This is an optimization exercise on Yosys and OpenROAD, whose aim is small area, a short achievable clock period and few clock cycles, not a production implementation. The RTL was checked by simulation tests, not by an equivalence proof against the original design.

==> flow/design.v, too long to show whole: its modules and the start of the top module <==
// module DnCNN: 456 lines
// module dn_quant: 53 lines
// module dn_pe21: 278 lines
// module dn_pe22: 278 lines
// module dn_pe23: 278 lines
// module dn_qmul: 696 lines
module DnCNN (
    input wire clk,
    input wire rst_n,
    input wire compute_start,
    output reg compute_finish,
    input wire [31:0] scale_C1,
    input wire [31:0] scale_C2,
    input wire [31:0] scale_C3,
    input wire [31:0] scale_C4,
    input wire [31:0] scale_C5,
    input wire [31:0] scale_C6,
    input wire [31:0] scale_C7,
    output wire [ 3:0] sram_weight_wea0,
    output reg [15:0] sram_weight_addr0,
    output wire [31:0] sram_weight_wdata0,
    input wire [31:0] sram_weight_rdata0,
    output wire [ 3:0] sram_weight_wea1,
    output reg [15:0] sram_weight_addr1,
    output wire [31:0] sram_weight_wdata1,
    input wire [31:0] sram_weight_rdata1,
    output reg [ 3:0] sram_act_wea0,
    output reg [15:0] sram_act_addr0,
    output reg [31:0] sram_act_wdata0,
    input wire [31:0] sram_act_rdata0,
    output reg [ 3:0] sram_act_wea1,
    output reg [15:0] sram_act_addr1,
    output reg [31:0] sram_act_wdata1,
    input wire [31:0] sram_act_rdata1
);
  // ...
==> flow/flow/run.sh <==
#!/bin/bash
# The standard layout with two changes:
#  - synthesis runs the standard flow's synthesis script with Yosys's early ABC pass off
#    (synth -noabc), so that the hand-built carry-save trees reach full-adder
#    extraction as written; the result is used only if its flip-flops (names
#    and cell types) are exactly those of the standard synthesis, else the
#    standard synthesis is used;
#  - timing repair is asked to leave extra setup slack.
set -uo pipefail
RES=orfs/results/sky130hd/DnCNN/base
bash standard.sh WORK_HOME="$PWD/ref" synth > synth_ref.log 2>&1 || exit 1
bash standard.sh SYNTH_SCRIPT="$PWD/flow/synth_noabc.tcl" synth > synth_own.log 2>&1 || exit 1
python3 flow/ffs.py ref/results/sky130hd/DnCNN/base/1_2_yosys.v > ffs_ref.txt
python3 flow/ffs.py $RES/1_2_yosys.v > ffs_own.txt
if cmp -s ffs_ref.txt ffs_own.txt && [ -s ffs_ref.txt ]; then
  echo "own synthesis: same flip-flops as the standard one, using it" > synth_choice.log
else
  echo "own synthesis: flip-flops differ, using the standard synthesis" > synth_choice.log
  diff ffs_ref.txt ffs_own.txt | head -50 >> synth_choice.log
  rm -rf orfs
  bash standard.sh synth > synth_std.log 2>&1 || exit 1
fi
bash standard.sh SETUP_SLACK_MARGIN=7.8 finish > layout.log 2>&1
==> flow/flow/ffs.py <==
# Lists the flip-flops (instance name, cell type without drive strength) of a netlist.
import re, sys
txt = open(sys.argv[1]).read()
ffs = set()
for m in re.finditer(r'\b(sky130_fd_sc_hd__\w+)\s+(\\\S+|\S+)\s*\(', txt):
    cell, name = m.group(1), m.group(2)
    base = re.sub(r'_\d+$', '', cell)
    if re.match(r'sky130_fd_sc_hd__(e?dfx|dfr|dfs|dfb|sdf|sedf|df)', base):
        ffs.add(f"{name} {base}")
print("\n".join(sorted(ffs)))
==> flow/flow/synth_noabc.tcl <==
proc synth {args} { yosys synth -nofsm -noshare -noabc {*}$args }
source $::env(SCRIPTS_DIR)/synth.tcl
# left out here: clear keep_hierarchy, flatten, clean up, hide names made inside functions, write 1_2_yosys.v
==> flow/standard.sh <==
#!/bin/bash
# synth_recipe.tcl (not shown) runs the flow's synth.tcl, then flattens the netlist and writes it again
# the make line also repeats each setting of config.mk as NAME=value (left out here)
make -C /OpenROAD-flow-scripts/flow DESIGN_CONFIG=/design/flow/config.mk WORK_HOME=/design/flow/orfs CLKGATE_MAP_FILE= SYNTH_SCRIPT=/design/flow/synth_recipe.tcl "${@:-finish}"
==> flow/config.mk <==
export PLATFORM = sky130hd
export DESIGN_NAME = DnCNN
export DESIGN_NICKNAME = DnCNN
export VERILOG_FILES = /design/flow/design.v
export SDC_FILE = /design/flow/constraint.sdc
export NUM_CORES = 8
export LEC_CHECK = 0
export CAP_MARGIN = 40
export CORE_MARGIN = 2
export CORE_UTILIZATION = 58
export CTS_CLUSTER_DIAMETER = 120
export CTS_CLUSTER_SIZE = 16
export SLEW_MARGIN = 40
==> flow/constraint.sdc <==
create_clock -name core_clock -period 12.0 [get_ports {clk}]
set_input_delay 2.4000 -clock core_clock [delete_from_list [all_inputs] [get_ports {clk}]]
set_output_delay 2.4000 -clock core_clock [all_outputs]
set_load 0.01 [all_outputs]
==> impl_metrics.toml, run 1 <==
[outcome]
outcome = "complete, no violations"

[grt]
groute.layer.met1.usage = 0.560
globalRouteTotalUtil = 0.463
global_route.overflow_total = 0

[final_layout]
seq_area_mm2 = 0.167
area_delta_synth_final_pct = 12.0
finish.cell_count_without_fillers = 47600
antenna_cells_inserted = 161
buffers_excl_clock = 2282
layout_commonest_cell = "sky130_fd_sc_hd__dfxtp_1"
layout.sequential_cells = 7884

[clock_network]
cts-root-buf = "sky130_fd_sc_hd__clkbuf_16"
cts_clk_pin_slew_worst_paths_ns = 0.10

[synth]
synth.area.top_cells = "sky130_fd_sc_hd__dfxtp_1 (32%), sky130_fd_sc_hd__fa_1 (23%), sky130_fd_sc_hd__xnor2_1 (12%), sky130_fd_sc_hd__a22oi_1 (6.7%), sky130_fd_sc_hd__edfxtp_1 (5.7%)"
netlist_area_mm2 = 0.440
yosys.cell_count.top_type = "sky130_fd_sc_hd__dfxtp_1"
synth_top_family_by_area = "adder cells"
synth_mux_area_frac = 0.0211
yosys.area.top_type = "sky130_fd_sc_hd__dfxtp_1"

[setup_path]
timing.critical_path.required_ns = 13.07
slowest_delay_ns = 0.45
cpMaxStageDelayCell = "sky130_fd_sc_hd__dfxtp_4"
worst-r2r-cell-count = 14

[die]
die_height_um = 875
Testbench counts, summed over its fixed seeds: cycles 410,888.
==> inputs of run 2 (changes only) <==
--- a/flow/flow/run.sh
+++ b/flow/flow/run.sh
@@ -21,3 +21,3 @@
   bash standard.sh synth > synth_std.log 2>&1 || exit 1
 fi
-bash standard.sh SETUP_SLACK_MARGIN=7.8 finish > layout.log 2>&1
+bash standard.sh SETUP_SLACK_MARGIN=8.1 finish > layout.log 2>&1
--- a/flow/config.mk
+++ b/flow/config.mk
@@ -8,5 +8,5 @@
 export CAP_MARGIN = 40
 export CORE_MARGIN = 2
-export CORE_UTILIZATION = 58
+export CORE_UTILIZATION = 40
 export CTS_CLUSTER_DIAMETER = 120
 export CTS_CLUSTER_SIZE = 16
==> run 2 against run 1 <==
Effect of this change: critical endpoint is now g_fil[1].g_col[6].k2[4]; clock-buffer cell count increased by 6; worst setup slack improved by 0.037 ns; die area increased by 45%.
==> impl_metrics.toml, run 2 <==
[outcome]
outcome = "complete, no violations"

[setup_path]
cp_cell_sequence = "buf_12, buf_6, buf_6, buf_16, buf_16, buf_16, buf_6, a22oi_2, xnor2_1, ha_2, fa_2, fa_1, fa_2, fa_2"
worst_reg2reg_path_startpoint = "cur_r[38]"
startpoint_type = "flop"
critical_path_buf_inv_count = 7
worst-r2r-cell-count = 14
cpMaxStageDelayCell = "sky130_fd_sc_hd__fa_2"
r2r_setup_slack_ns = 7.72
critical_path_class = "reg2reg"
worstPathArrival_ns = 5.34
cp_top_family = "adder cells"
timing.critical_path.required_ns = 13.06
path_max_fanout = 9
crit-reg2reg-capture = "g_fil[1].g_col[6].k2[4]"
crit_path_end_kind = "flop"
slowest_delay_ns = 0.58

[clock_network]
ctsLongestPathBuffers = 5
cts-hold-fix-buffers = 0
tritoncts.num_buffers = 583
cts_sinks = 7884
cts-root-buf = "sky130_fd_sc_hd__clkbuf_16"
cts_clk_pin_slew_worst_paths_ns = 0.09
worst_skew_pair.late_latency_ns = 1.28
cts_tree = "yes"
cts_htree_levels = 6

[final_layout]
area_delta_synth_final_pct = 22.8
layout_commonest_cell = "sky130_fd_sc_hd__dfxtp_1"
post_route_cells_drive_above_1_share = 0.217
seq_area_mm2 = 0.167
nNetsFinal = 46100
fillCellCount = 94800
multi_input_combinational_cell_area_mm2 = 0.279
utilization = 0.492
design_area_mm2 = 0.540
layout_common_cells = "sky130_fd_sc_hd__dfxtp_1 (6812), sky130_fd_sc_hd__xnor2_1 (5307), sky130_fd_sc_hd__fa_1 (3924)"

[placed_design]
portbufs = 475
placedInstanceArea_mm2 = 0.463
place.gp.congestion = 0.954
placement.setup.worst_slack_ns = 6.29
dp.final_hpwl_um = 1210000

[hold_path]
hold_depth = 0
hold_path_endpoint = "r2s2[349]"
hold_path_origin = "r2s1[349]"
timing.hold.worst.class = "reg2reg"

[die]
coreArea_mm2 = 1.10
die_w_um = 1050
floorplan.rows = 385
floorplan.initialDensity = 0.401
floorplan.io_pins = 564
floorplan.die_area_mm2 = 1.11
die_height_um = 1050

[sta]
tightestPinTransition_ns = 1.23
finalSetupViolations = 0
final_period_minus_worst_setup_slack_ns = 4.28
final.setup.tns_ns = 0
rsz0062_at_grt = "true"
slew_headroom = 0.178
timing_max_transition_violations_final = 0
postLayoutSetupSlackWorst_ns = 7.72
timing.clock.skew_ns = 0.148
post_route_clock_period_utilization = 0.357
timing.final.hold_violations = 0
max_freq_mhz = 233

[routing]
drt_iter0_drc = 52600
drc = 0
vias = 345000
drt-wirelength-per-cell_um = 40.5
drtAntennaViolNets = 0
drt-total-wl_um = 2190000
via_per_inst = 6.39
drt_pass1_iterations = 14

[grt]
globalRouteTotalUtil = 0.371
grt_pass1_wl_um = 2840000
global_route.overflow_total = 0
antenna_found_initial = 299
grt_start_max_net_pins = 109
grt_pass1_vias = 331000

[synth]
synthDistinctLibCells = 102
postSynthCellCount = 37300
netlist_area_mm2 = 0.440
synth.area.top_cells = "sky130_fd_sc_hd__dfxtp_1 (32%), sky130_fd_sc_hd__fa_1 (23%), sky130_fd_sc_hd__xnor2_1 (12%), sky130_fd_sc_hd__a22oi_1 (6.7%), sky130_fd_sc_hd__edfxtp_1 (5.7%)"
avgSynthCellArea_um2 = 11.8
yosys_warnings = 2
yosys_most_used_dff = "sky130_fd_sc_hd__dfxtp_1"
number_of_synthesized_flops_with_an_enable_pin = 828
ys_seq_elements = 7884
part_of_the_yosys_area_used_for_sequential_elements = 0.379
yosys.area.top_type = "sky130_fd_sc_hd__dfxtp_1"
synth.cells.most_frequent = "sky130_fd_sc_hd__dfxtp_1 (6956), sky130_fd_sc_hd__xnor2_1 (5792), sky130_fd_sc_hd__fa_1 (5047)"
yosys.cell_count.top_type = "sky130_fd_sc_hd__dfxtp_1"
synth_top_area_frac = 0.317
async_reset_ff_frac = 0.0127

[run]
timing.max_cap.violations = 0
-- run 2: cell types whose count changed in the layout (fill, tap and decap cells not counted), sizes merged --
cell,change
inv,-3
clkbuf,+41
buf,+1495
clkinv,+12
diode,+233
bufinv,+3
clkdlybuf4s50,-2
bufbuf,+170
-- run 2: final cells by class --
class,count,share of cell area
Sequential cell,7884,0.309
Tap cell,14500,0.0336
Multi-Input combinational cell,26000,0.517
Inverter,361,0.00254
Timing Repair Buffer,3980,0.105
Clock inverter,73,0.00258
Antenna cell,394,0.00183
Clock buffer,714,0.0283
-- run 2: timing repair --
item                                    in CTS  in global routing
buffers inserted                          1137                838
endpoints found under the setup margin    2230               1434
gates resized for setup                   4136               2654
gates cloned                               309                129
pin swaps                                 1210               2154
-- run 2: layer usage --
metal | share of wire | track usage | up-vias
li1 | - | - | 129000
met2 | 0.38 | 0.495 | 31600
met1 | 0.33 | 0.428 | 173000
met5 | 0.0024 | 0.0118 | -
met4 | 0.13 | 0.352 | 157
met3 | 0.16 | 0.182 | 10600
-- run 2: logic make-up (layout without fill, tap and decap cells) --
logic type,after synthesis,in the layout,share of synthesized area
adder cells (fa/ha/maj),6949,6949,0.284
other,1,466,0.00000853
flip-flops,7884,7884,0.379
multiplexers,825,825,0.0211
XOR/XNOR,6241,6241,0.124
AO/OA/AOI/OAI,6863,6863,0.108
AND/OR/NAND/NOR,5085,5085,0.0537
buffers and inverters,3407,5128,0.0298
-- run 2: worst max path at each step --
stage	start	end	depth (start not counted)
after floorplan	cur_r[50]	g_fil[0].g_col[7].k0[8]	10
after global placement	ND20[1]	ds0[21]	13
after detailed placement	ND20[1]	ds0[21]	13
after CTS	sram_act_wdata0[27]	sram_act_wdata0[27]	1
after global routing	sram_act_wdata0[27]	sram_act_wdata0[27]	1
final	cur_r[38]	g_fil[1].g_col[6].k2[4]	14
-- run 2: worst reg2reg max path, stage by stage (launching register included) --
cell	delay [ns]
sky130_fd_sc_hd__dfxtp_4	0.36
sky130_fd_sc_hd__buf_12	0.13
sky130_fd_sc_hd__buf_6	0.12
sky130_fd_sc_hd__buf_6	0.11
sky130_fd_sc_hd__buf_16	0.18
sky130_fd_sc_hd__buf_16	0.25
sky130_fd_sc_hd__buf_16	0.19
sky130_fd_sc_hd__buf_6	0.14
sky130_fd_sc_hd__a22oi_2	0.13
sky130_fd_sc_hd__xnor2_1	0.16
sky130_fd_sc_hd__ha_2	0.32
sky130_fd_sc_hd__fa_2	0.53
sky130_fd_sc_hd__fa_1	0.46
sky130_fd_sc_hd__fa_2	0.58
sky130_fd_sc_hd__fa_2	0.43
-- run 2: metrics by stage --
step                instances  hold slack [ns]
floorplan               37300            0.310
global placement        50300            0.310
detailed placement      50400            0.312
CTS                     52600            0.281
global route            53700            0.287
finish                  54000            0.262
==> inputs of run 3 (changes only) <==
--- a/flow/flow/run.sh
+++ b/flow/flow/run.sh
@@ -21,3 +21,3 @@
   bash standard.sh synth > synth_std.log 2>&1 || exit 1
 fi
-bash standard.sh SETUP_SLACK_MARGIN=8.1 finish > layout.log 2>&1
+bash standard.sh SETUP_SLACK_MARGIN=7.5 finish > layout.log 2>&1
--- a/flow/config.mk
+++ b/flow/config.mk
@@ -8,5 +8,5 @@
 export CAP_MARGIN = 40
 export CORE_MARGIN = 2
-export CORE_UTILIZATION = 40
+export CORE_UTILIZATION = 50
 export CTS_CLUSTER_DIAMETER = 120
 export CTS_CLUSTER_SIZE = 16
==> run 3 against run 2 <==
Effect of this change: largest cell class unchanged; flip-flop and latch count unchanged; synthesized cell count is the same; worst hold slack better by 0.011 ns; first-iteration DRC count down 31%; worst setup slack worse by 0.27 ns; synthesized area did not move; highest routed layer unchanged; sequential share of layout area grew 3.7 points; critical endpoint is now r1s0[17]; clock skew shrank 0.061 ns; final cell count down 10%.
==> impl_metrics.toml, run 3 <==
[synth]
ys_seq_elements = 7884
synth.area.top_cells = "sky130_fd_sc_hd__dfxtp_1 (32%), sky130_fd_sc_hd__fa_1 (23%), sky130_fd_sc_hd__xnor2_1 (12%), sky130_fd_sc_hd__a22oi_1 (6.7%), sky130_fd_sc_hd__edfxtp_1 (5.7%)"
synth.cells.most_frequent = "sky130_fd_sc_hd__dfxtp_1 (6956), sky130_fd_sc_hd__xnor2_1 (5792), sky130_fd_sc_hd__fa_1 (5047)"
synth_top_area_frac = 0.317
yosys.cell_count.top_type = "sky130_fd_sc_hd__dfxtp_1"
yosys_most_used_dff = "sky130_fd_sc_hd__dfxtp_1"
yosys.area.top_type = "sky130_fd_sc_hd__dfxtp_1"
yosys_warnings = 2
netlist_area_mm2 = 0.440
async_reset_ff_frac = 0.0127
postSynthCellCount = 37300
number_of_synthesized_flops_with_an_enable_pin = 828
part_of_the_yosys_area_used_for_sequential_elements = 0.379
avgSynthCellArea_um2 = 11.8
synthDistinctLibCells = 102

[routing]
vias = 304000
drc = 0
drt_pass1_iterations = 9
drt-wirelength-per-cell_um = 36.0
drtAntennaViolNets = 0
via_per_inst = 6.27
drt_iter0_drc = 36100
drt-total-wl_um = 1740000

[clock_network]
cts-hold-fix-buffers = 0
worst_skew_pair.late_latency_ns = 1.22
cts-root-buf = "sky130_fd_sc_hd__clkbuf_16"
cts_clk_pin_slew_worst_paths_ns = 0.08
cts_htree_levels = 6
ctsLongestPathBuffers = 4
cts_tree = "yes"
tritoncts.num_buffers = 568
cts_sinks = 7884

[placed_design]
place.gp.congestion = 0.960
portbufs = 475
dp.final_hpwl_um = 1120000

[setup_path]
worst_reg2reg_path_startpoint = "ND00[8]"
worstPathArrival_ns = 5.63
crit_path_end_kind = "flop"
worst-r2r-cell-count = 14
path_max_fanout = 16
critical_path_class = "reg2reg"
timing.critical_path.required_ns = 13.07
worst_setup_path_startpoint = "ND00[8]"
startpoint_type = "flop"
r2r_setup_slack_ns = 7.45
crit-reg2reg-capture = "r1s0[17]"

[sta]
timing.final.hold_violations = 0
final_period_minus_worst_setup_slack_ns = 4.55
slew_headroom = 0.313
fin_hold_ws_ns = 0.274
post_route_clock_period_utilization = 0.379
finalSetupViolations = 0
timing.clock.skew_ns = 0.0869
max_freq_mhz = 220
final.setup.tns_ns = 0
tightestPinTransition_ns = 1.03
timing_max_transition_violations_final = 0
rsz0062_at_grt = "true"

[hold_path]
hold_path_origin = "r2s1[265]"
hold_depth = 0
timing.hold.worst.class = "reg2reg"
hold_path_endpoint = "r2s2[265]"

[grt]
global_route.overflow_total = 0
globalRouteTotalUtil = 0.384
grt_pass1_wl_um = 2420000
grt_start_max_net_pins = 139
grt_pass1_vias = 317000
antenna_found_initial = 103

[die]
floorplan.io_pins = 564
floorplan.die_area_mm2 = 0.887
die_height_um = 942
floorplan.rows = 344
floorplan.initialDensity = 0.501
coreArea_mm2 = 0.877
die_w_um = 942

[final_layout]
layout_common_cells = "sky130_fd_sc_hd__dfxtp_1 (6820), sky130_fd_sc_hd__xnor2_1 (5621), sky130_fd_sc_hd__fa_1 (5045)"
layout_commonest_cell = "sky130_fd_sc_hd__dfxtp_1"
nNetsFinal = 43900
post_route_cells_drive_above_1_share = 0.0888
fillCellCount = 73800
area_delta_synth_final_pct = 9.73

[run]
timing.max_cap.violations = 0

[outcome]
outcome = "complete, no violations"
-- run 3: changes by cell type in the layout (fill, tap and decap cells not counted), moves of 207 or more --
cell and change:
sky130_fd_sc_hd__diode_2 -303, sky130_fd_sc_hd__xnor2_2 -277, sky130_fd_sc_hd__buf_12 -422, sky130_fd_sc_hd__fa_2 -1121
sky130_fd_sc_hd__a22oi_1 +619, sky130_fd_sc_hd__bufbuf_16 -207, sky130_fd_sc_hd__xnor2_1 +314, sky130_fd_sc_hd__fa_1 +1121
sky130_fd_sc_hd__buf_16 -381, sky130_fd_sc_hd__buf_4 -883, sky130_fd_sc_hd__a22oi_2 -619
-- run 3: final cells by class --
type,count,area (um^2),area share
Inverter,361,1370,0.00283
Clock buffer,697,14900,0.0310
Antenna cell,91,228,0.000472
Multi-Input combinational cell,26000,264000,0.547
Clock inverter,64,1280,0.00265
Tap cell,11600,14500,0.0300
Sequential cell,7884,167000,0.346
Timing Repair Buffer,1760,19100,0.0395
-- run 3: worst max-delay path by stage --
| stage | slack [ns] | cells past startpoint | end |
|---|---|---|---|
| after floorplan | 7.58 | 1 | W00[0] |
| after global placement | 6.12 | 13 | r1s0[151] |
| after detailed placement | 6.41 | 14 | r1s0[239] |
| after CTS | 7.47 | 2 | sram_act_wea1[2] |
| after global routing | 7.39 | 15 | r2s0[205] |
| final | 7.45 | 14 | r1s0[17] |
-- run 3: timing repair --
item	in CTS	in global routing
setup buffers	202	124
endpoints found under the setup margin	1439	672
pin swaps	29	34
resized for setup	535	354
cloned	4	14
-- run 3: cell families after synthesis --
| logic type | synth area share |
|---|---|
| mux | 0.0211 |
| fa+ha+maj | 0.284 |
| other cells | 0.00000853 |
| simple gates | 0.0537 |
| buf+inv | 0.0298 |
| xor+xnor | 0.124 |
| compound gates | 0.108 |
| flops | 0.379 |
-- run 3: metrics by stage --
stage          cells  area [um^2]   util  setup WS (ns)
5_1_grt        48400       482000  0.550           7.39
2_1_floorplan  37300       440000      -           7.58
3_5_place_dp   47300       459000  0.523           6.41
3_3_place_gp   47200       456000  0.519           6.12
6_report       48500       483000  0.550           7.45
4_1_cts        48200       479000  0.546           7.47
-- run 3: worst max-delay path: stages, from the launching register on --
cell and delay (ns):
sky130_fd_sc_hd__dfxtp_1 0.32, sky130_fd_sc_hd__buf_8 0.21, sky130_fd_sc_hd__fa_1 0.48, sky130_fd_sc_hd__ha_1 0.27
sky130_fd_sc_hd__fa_1 0.47, sky130_fd_sc_hd__a21o_1 0.18, sky130_fd_sc_hd__a21oi_1 0.28, sky130_fd_sc_hd__o21bai_1 0.12
sky130_fd_sc_hd__a21o_1 0.28, sky130_fd_sc_hd__a21oi_2 0.37, sky130_fd_sc_hd__o211ai_1 0.36, sky130_fd_sc_hd__a31o_2 0.35
sky130_fd_sc_hd__a21oi_1 0.19, sky130_fd_sc_hd__xnor2_1 0.19, sky130_fd_sc_hd__mux2_2 0.32
-- run 3: per-layer routing --
metal,share of wire,up-vias,GRT usage
met1,0.36,155000,0.473
met4,0.12,20,0.346
met5,0.00030,-,0.00250
met3,0.11,5189,0.110
met2,0.41,19800,0.547
li1,-,124000,-
==> inputs of run 4 (changes only) <==
--- a/flow/flow/run.sh
+++ b/flow/flow/run.sh
@@ -21,3 +21,3 @@
   bash standard.sh synth > synth_std.log 2>&1 || exit 1
 fi
-bash standard.sh SETUP_SLACK_MARGIN=7.5 finish > layout.log 2>&1
+bash standard.sh SETUP_SLACK_MARGIN=7.2 finish > layout.log 2>&1
==> run 4 against run 3 <==
Effect of this change: largest cell class unchanged; non-clock buffer count down 234; first-iteration DRC count down 4.1%; clock-buffer cell count unchanged; register-to-register slack got worse by 0.26 ns; still clean on timing, DRC and antenna; die area stayed put; critical path type unchanged.
==> impl_metrics.toml, run 4 <==
[outcome]
outcome = "complete, no violations"

[routing]
drc = 0
vias = 301000
drt_iter0_drc = 34600
highest-signal-layer = "met5"
drtAntennaViolNets = 0
drt-total-wl_um = 1700000
drt_pass1_iterations = 9
route.layer.met1.wl_um = 624000
routed-wl-met3_um = 187000
via_per_inst = 6.24
drt-wirelength-per-cell_um = 35.3
routed_length_on_met2_um = 702000

[clock_network]
worst_skew_pair.late_latency_ns = 1.20
cts_clk_pin_slew_worst_paths_ns = 0.07
cts_sinks = 7884
tritoncts.num_buffers = 568
cts-root-buf = "sky130_fd_sc_hd__clkbuf_16"
ctsLongestPathBuffers = 4
cts_htree_levels = 6
cts_tree = "yes"

[setup_path]
cpMaxStageDelayCell = "sky130_fd_sc_hd__dfxtp_4"
cp_top_family = "adder cells"
path_max_fanout = 32
cp_cell_sequence = "buf_6, buf_4, a22oi_1, xnor2_1, fa_1, fa_1, fa_1, fa_1, fa_1"
worst_reg2reg_path_startpoint = "cur_r[28]"
critical_path_class = "reg2reg"
crit-reg2reg-capture = "g_fil[1].g_col[5].k2[8]"
slowest_delay_ns = 0.63
worstPathArrival_ns = 5.85
r2r_setup_slack_ns = 7.19
worst-r2r-cell-count = 9
worst_setup_path_startpoint = "cur_r[28]"
crit_path_end_kind = "flop"
startpoint_type = "flop"
crit_top_cell = "sky130_fd_sc_hd__fa_1"
critical_path_buf_inv_count = 2
timing.critical_path.required_ns = 13.04

[die]
die_height_um = 942
floorplan.rows = 344
coreArea_mm2 = 0.877
floorplan.die_area_mm2 = 0.887
floorplan.io_pins = 564
floorplan.initialDensity = 0.501
die_w_um = 942

[placed_design]
post-place-cells = 47300
dp.final_hpwl_um = 1120000
place.gp.congestion = 0.960
portbufs = 475
placedInstanceArea_mm2 = 0.459

[sta]
final.setup.tns_ns = 0
post_route_clock_period_utilization = 0.401
final_period_minus_worst_setup_slack_ns = 4.81
timing_max_transition_violations_final = 0
rsz0062_at_grt = "false"
timing.clock.skew_ns = 0.0855
fin_hold_ws_ns = 0.282
max_freq_mhz = 208
timing.final.hold_violations = 0
slew_headroom = 0.309
tightestPinTransition_ns = 1.03
finalSetupViolations = 0

[grt]
global_route.overflow_total = 0
grt_pass1_vias = 316000
grt_pass1_wl_um = 2390000
globalRouteTotalUtil = 0.378
antenna_found_initial = 95
grt_start_max_net_pins = 139

[synth]
ys_seq_elements = 7884
yosys.area.top_type = "sky130_fd_sc_hd__dfxtp_1"
async_reset_ff_frac = 0.0127
synth_top_family_by_area = "adder cells"
number_of_synthesized_flops_with_an_enable_pin = 828
post_synth_fa_ha_maj_area_fraction = 0.284
part_of_the_yosys_area_used_for_sequential_elements = 0.379
synth.area.top_cells = "sky130_fd_sc_hd__dfxtp_1 (32%), sky130_fd_sc_hd__fa_1 (23%), sky130_fd_sc_hd__xnor2_1 (12%), sky130_fd_sc_hd__a22oi_1 (6.7%), sky130_fd_sc_hd__edfxtp_1 (5.7%)"
yosys_most_used_dff = "sky130_fd_sc_hd__dfxtp_1"
synth_top_area_frac = 0.317
yosys.cell_count.top_type = "sky130_fd_sc_hd__dfxtp_1"
synth_compound_area_frac = 0.108
yosys_warnings = 2
synthDistinctLibCells = 102
avgSynthCellArea_um2 = 11.8
synth.cells.most_frequent = "sky130_fd_sc_hd__dfxtp_1 (6956), sky130_fd_sc_hd__xnor2_1 (5792), sky130_fd_sc_hd__fa_1 (5047)"
synth_simple_gate_area_frac = 0.0537
synth_mux_area_frac = 0.0211
netlist_area_mm2 = 0.440
synth-xor-area-share = 0.124
postSynthCellCount = 37300

[final_layout]
post_route_cells_drive_above_1_share = 0.0793
layout_commonest_cell = "sky130_fd_sc_hd__dfxtp_1"
area_delta_synth_final_pct = 8.70
seq_area_mm2 = 0.167
fillCellCount = 74200
nNetsFinal = 43700
layout_common_cells = "sky130_fd_sc_hd__dfxtp_1 (6820), sky130_fd_sc_hd__xnor2_1 (5628), sky130_fd_sc_hd__fa_1 (5047)"
finish.cell_count_without_fillers = 48300
design_area_mm2 = 0.478
multi_input_combinational_cell_area_mm2 = 0.263

[run]
timing.max_cap.violations = 0

[hold_path]
hold_path_endpoint = "r2s1[258]"
hold_path_origin = "r2s0[258]"
hold_depth = 0
timing.hold.worst.class = "reg2reg"
==> run 4: cell counts after synthesis <==
Identical to the previous run, type by type.
==> run 4: worst max path at each step <==
stage	cells after the start	to	slack, ns
2_1_floorplan	1	W00[0]	7.58
3_3_place_gp	13	r1s0[151]	6.12
3_5_place_dp	14	r1s0[239]	6.41
4_1_cts	8	g_fil[1].g_col[1].k1[9]	7.18
5_1_grt	14	r1s0[20]	7.08
6_report	9	g_fil[1].g_col[5].k2[8]	7.19
==> run 4: per-stage QoR <==
step,setup slack (ns),util
2_1_floorplan,7.58,-
3_3_place_gp,6.12,0.519
3_5_place_dp,6.41,0.523
4_1_cts,7.18,0.543
5_1_grt,7.08,0.545
6_report,7.19,0.545
==> run 4: cells by family (layout without fill, tap and decap cells) <==
| group | Yosys count | after routing |
|---|---|---|
| DFF | 7884 | 7884 |
| AOI/OAI and AO/OA | 6863 | 6863 |
| muxes | 825 | 825 |
| and+or+nand+nor | 5085 | 5085 |
| other | 1 | 179 |
| adders and majority gates | 6949 | 6949 |
| xor gates and xnor gates | 6241 | 6241 |
| buffers and inverters | 3407 | 2648 |
==> run 4: timing repair <==
action                                 CTS  global route
endpoints found under the hold margin    0             0
buffers inserted                        58            44
resized for setup                      154           151
hold buffers                             0             0
setup endpoints to repair              791           405
pin swaps                               11            11
==> run 4: worst reg2reg max path: cells and delay by family (launching register included) <==
kind / cells / cell delay, ns
buffers and inverters: 2 / 1.10
xor gates and xnor gates: 1 / 0.23
adders and majority gates: 5 / 2.49
AOI/OAI and AO/OA: 1 / 0.23
DFF: 1 / 0.63
==> run 4: cell type report <==
| type | count | area share |
|---|---|---|
| diodes | 107 | 0.000560 |
| clock buffers | 697 | 0.0313 |
| clock inverters | 64 | 0.00267 |
| inverters | 361 | 0.00285 |
| multi-input cells | 26000 | 0.551 |
| flip-flops and latches | 7884 | 0.349 |
| well taps | 11600 | 0.0303 |
| repair buffers | 1526 | 0.0322 |
==> run 4: metal layers <==
metal | global-route usage | up-vias
li1 | - | 124000
met5 | 0.00171 | -
met1 | 0.468 | 153000
met2 | 0.544 | 19000
met4 | 0.334 | 18
met3 | 0.103 | 5047
==> inputs of run 5 (changes only) <==
--- a/flow/flow/run.sh
+++ b/flow/flow/run.sh
@@ -21,3 +21,3 @@
   bash standard.sh synth > synth_std.log 2>&1 || exit 1
 fi
-bash standard.sh SETUP_SLACK_MARGIN=7.2 finish > layout.log 2>&1
+bash standard.sh SETUP_SLACK_MARGIN=7.95 finish > layout.log 2>&1
--- a/flow/config.mk
+++ b/flow/config.mk
@@ -8,5 +8,5 @@
 export CAP_MARGIN = 40
 export CORE_MARGIN = 2
-export CORE_UTILIZATION = 50
+export CORE_UTILIZATION = 54
 export CTS_CLUSTER_DIAMETER = 120
 export CTS_CLUSTER_SIZE = 16
==> run 5 against run 4 <==
Effect of this change: core utilization increased by 8.0 points; critical endpoint is now sram_act_addr0[1]; non-clock buffer count increased by 1389; wire length increased by 15%; maximum frequency increased by 11%; final cell count increased by 1.4%; worst setup slack improved by 0.46 ns; worst hold slack got worse by 0.0017 ns; critical path type is now reg2out; via count increased by 6.9%; die area decreased by 7.4%; flip-flop and latch count unchanged; clock-buffer cell count increased by 2.
==> impl_metrics.toml, run 5 <==
[outcome]
outcome = "complete, no violations"

[routing]
drtAntennaViolNets = 0
via_per_inst = 6.57
drc = 0
vias = 322000
drt_pass1_iterations = 11
drt_iter0_drc = 44000
drt-wirelength-per-cell_um = 40.1
drt-total-wl_um = 1960000

[setup_path]
crit_top_cell = "sky130_fd_sc_hd__buf_6"
critical_path_class = "reg2out"
crit-reg2reg-capture = "g_fil[0].g_col[3].s1[8]"
r2r_setup_slack_ns = 7.85
slowest_delay_ns = 0.48
path_max_fanout = 2
cp_cell_sequence = "buf_6, buf_6"
crit_path_end_kind = "output pin"
startpoint_type = "flop"
cpMaxStageDelayCell = "sky130_fd_sc_hd__edfxtp_1"
worst-r2r-cell-count = 10
worstPathArrival_ns = 1.95
timing.critical_path.required_ns = 9.60
worst_reg2reg_path_startpoint = "cur_r[26]"

[synth]
synth_top_area_frac = 0.317
synth.cells.most_frequent = "sky130_fd_sc_hd__dfxtp_1 (6956), sky130_fd_sc_hd__xnor2_1 (5792), sky130_fd_sc_hd__fa_1 (5047)"
synth.area.top_cells = "sky130_fd_sc_hd__dfxtp_1 (32%), sky130_fd_sc_hd__fa_1 (23%), sky130_fd_sc_hd__xnor2_1 (12%), sky130_fd_sc_hd__a22oi_1 (6.7%), sky130_fd_sc_hd__edfxtp_1 (5.7%)"
avgSynthCellArea_um2 = 11.8
yosys.area.top_type = "sky130_fd_sc_hd__dfxtp_1"
number_of_synthesized_flops_with_an_enable_pin = 828
yosys_most_used_dff = "sky130_fd_sc_hd__dfxtp_1"
async_reset_ff_frac = 0.0127
netlist_area_mm2 = 0.440
synthDistinctLibCells = 102
postSynthCellCount = 37300
ys_seq_elements = 7884
yosys.cell_count.top_type = "sky130_fd_sc_hd__dfxtp_1"
part_of_the_yosys_area_used_for_sequential_elements = 0.379
yosys_warnings = 2

[grt]
grt_pass1_wl_um = 2590000
globalRouteTotalUtil = 0.454
grt_start_max_net_pins = 155
antenna_found_initial = 171
grt_pass1_vias = 321000
global_route.overflow_total = 0

[sta]
timing.final.hold_violations = 0
postLayoutSetupSlackWorst_ns = 7.65
final.setup.tns_ns = 0
slew_headroom = 0.316
max_freq_mhz = 230
timing_max_transition_violations_final = 0
tightestPinTransition_ns = 1.02
finalSetupViolations = 0
post_route_clock_period_utilization = 0.363
final_period_minus_worst_setup_slack_ns = 4.35
timing.clock.skew_ns = 0.0936
rsz0062_at_grt = "true"

[final_layout]
layout_commonest_cell = "sky130_fd_sc_hd__dfxtp_1"
nNetsFinal = 45100
utilization = 0.625
design_area_mm2 = 0.508
layout_common_cells = "sky130_fd_sc_hd__dfxtp_1 (6816), sky130_fd_sc_hd__xnor2_1 (5587), sky130_fd_sc_hd__fa_1 (4823)"
fillCellCount = 63500
area_delta_synth_final_pct = 15.4
post_route_cells_drive_above_1_share = 0.139

[hold_path]
hold_path_endpoint = "r2s2[302]"
hold_path_origin = "r2s1[302]"
timing.hold.worst.class = "reg2reg"
hold_depth = 0

[clock_network]
worst_skew_pair.late_latency_ns = 1.25
cts-root-buf = "sky130_fd_sc_hd__clkbuf_16"
tritoncts.num_buffers = 565
cts_htree_levels = 6
cts_sinks = 7884
cts_tree = "yes"
ctsLongestPathBuffers = 4
cts_clk_pin_slew_worst_paths_ns = 0.07

[placed_design]
placement.setup.worst_slack_ns = 6.53
placedInstanceArea_mm2 = 0.458
portbufs = 475
dp.final_hpwl_um = 1130000
place.gp.congestion = 0.958

[die]
floorplan.die_area_mm2 = 0.822
floorplan.io_pins = 564
die_w_um = 906
coreArea_mm2 = 0.812
die_height_um = 906
floorplan.initialDensity = 0.542
floorplan.rows = 331

[run]
timing.max_cap.violations = 0
[run 5: timing repair]
action / CTS / global route
hold buffers: 0 / 0
pin swaps: 301 / 831
cloned: 151 / 121
buffers inserted: 756 / 431
setup endpoints to repair: 2083 / 1106
gates resized for setup: 2252 / 1310
[run 5: cell families after synthesis]
kind of cell / Yosys count / share of synthesized area
buf+inv: 3407 / 0.0298
flops: 7884 / 0.379
mux: 825 / 0.0211
simple gates: 5085 / 0.0537
other cells: 1 / 0.00000853
xor+xnor: 6241 / 0.124
fa+ha+maj: 6949 / 0.284
compound gates: 6863 / 0.108
[run 5: worst max path at each step]
stage / endpoint / slack [ns] / cells past startpoint / start
after global placement: r1s0[151] / 5.82 / 14 / ND00[8]
after floorplan: NN01[19] / 7.98 / 15 / p_k[0]
after global routing: sram_act_addr0[1] / 7.61 / 2 / sram_act_addr0[1]
after CTS: sram_act_addr0[1] / 7.59 / 2 / sram_act_addr0[1]
after detailed placement: g_fil[1].g_col[3].k2[5] / 6.53 / 9 / cur_r[19]
final: sram_act_addr0[1] / 7.65 / 2 / sram_act_addr0[1]
[run 5: per-layer routing]
layer,vias to the layer above,track usage,share of wire
met2,25400,0.625,0.39
met4,58,0.449,0.13
met5,-,0.00544,0.00074
met1,162000,0.540,0.34
met3,7440,0.164,0.13
li1,127000,-,-
[run 5: cell type report]
class	instances	area [um^2]	share of cell area
well taps	10800	13500	0.0267
inverters	361	1370	0.00270
clock inverters	65	1390	0.00273
multi-input cells	26000	269000	0.530
diodes	181	453	0.000892
clock buffers	699	14700	0.0290
repair buffers	2915	40000	0.0789
flip-flops and latches	7884	167000	0.329
[run 5: worst max-delay path, delay by kind of cell (launching register included)]
kind	cells	cell delay, ns
DFF	1	0.48
buffers and inverters	2	0.28
[run 5: through the flow]
| step | hold slack, ns | cells |
|---|---|---|
| final | 0.280 | 49000 |
| after global routing | 0.266 | 48800 |
| after CTS | 0.262 | 48200 |
| after detailed placement | 0.312 | 46600 |
| after global placement | 0.310 | 46500 |
| after floorplan | 0.310 | 37300 |

==> afterwards: timing with drivers on the ports <==
How much do the figures lean on ideal ports? The routed layouts below were timed once more, with nothing changed but the port constraints.
Step 1, drivers: a clkbuf_16 drives clk and a buf_2 each remaining input, both assumed.
Step 2 times the ports against the registers' clock, not the clock port: input delays grow and output delays shrink by t, the midpoint of the rising clock arrivals with the driver on.
a / b / c = ideal / step 1 / step 2; a / b = the first two.
run | t, ns | setup WS [ns] | worst setup path after step 2 | slew at the worst register clock pin (ns) | worst slew at a driven data input, ns
run 1 | 1.351 | 7.679 / 7.551 / 7.318 | input to register | 0.10 / 0.10 | 0.42
run 2 | 1.337 | 7.716 / 7.636 / 7.239 | input to register | 0.10 / 0.10 | 0.58
run 3 | 1.330 | 7.448 / 7.383 / 7.385 | input to register | 0.10 / 0.10 | 0.45
run 4 | 1.316 | 7.188 / 7.158 / 7.188 | register to register | 0.10 / 0.10 | 0.43
run 5 | 1.364 | 7.649 / 7.483 / 7.332 | input to register | 0.10 / 0.10 | 0.43
After both steps every run listed still meets setup and hold. For run 2, which loses most, drivers alone change the setup slack by -0.080 ns; drivers and shift together by -0.477 ns.
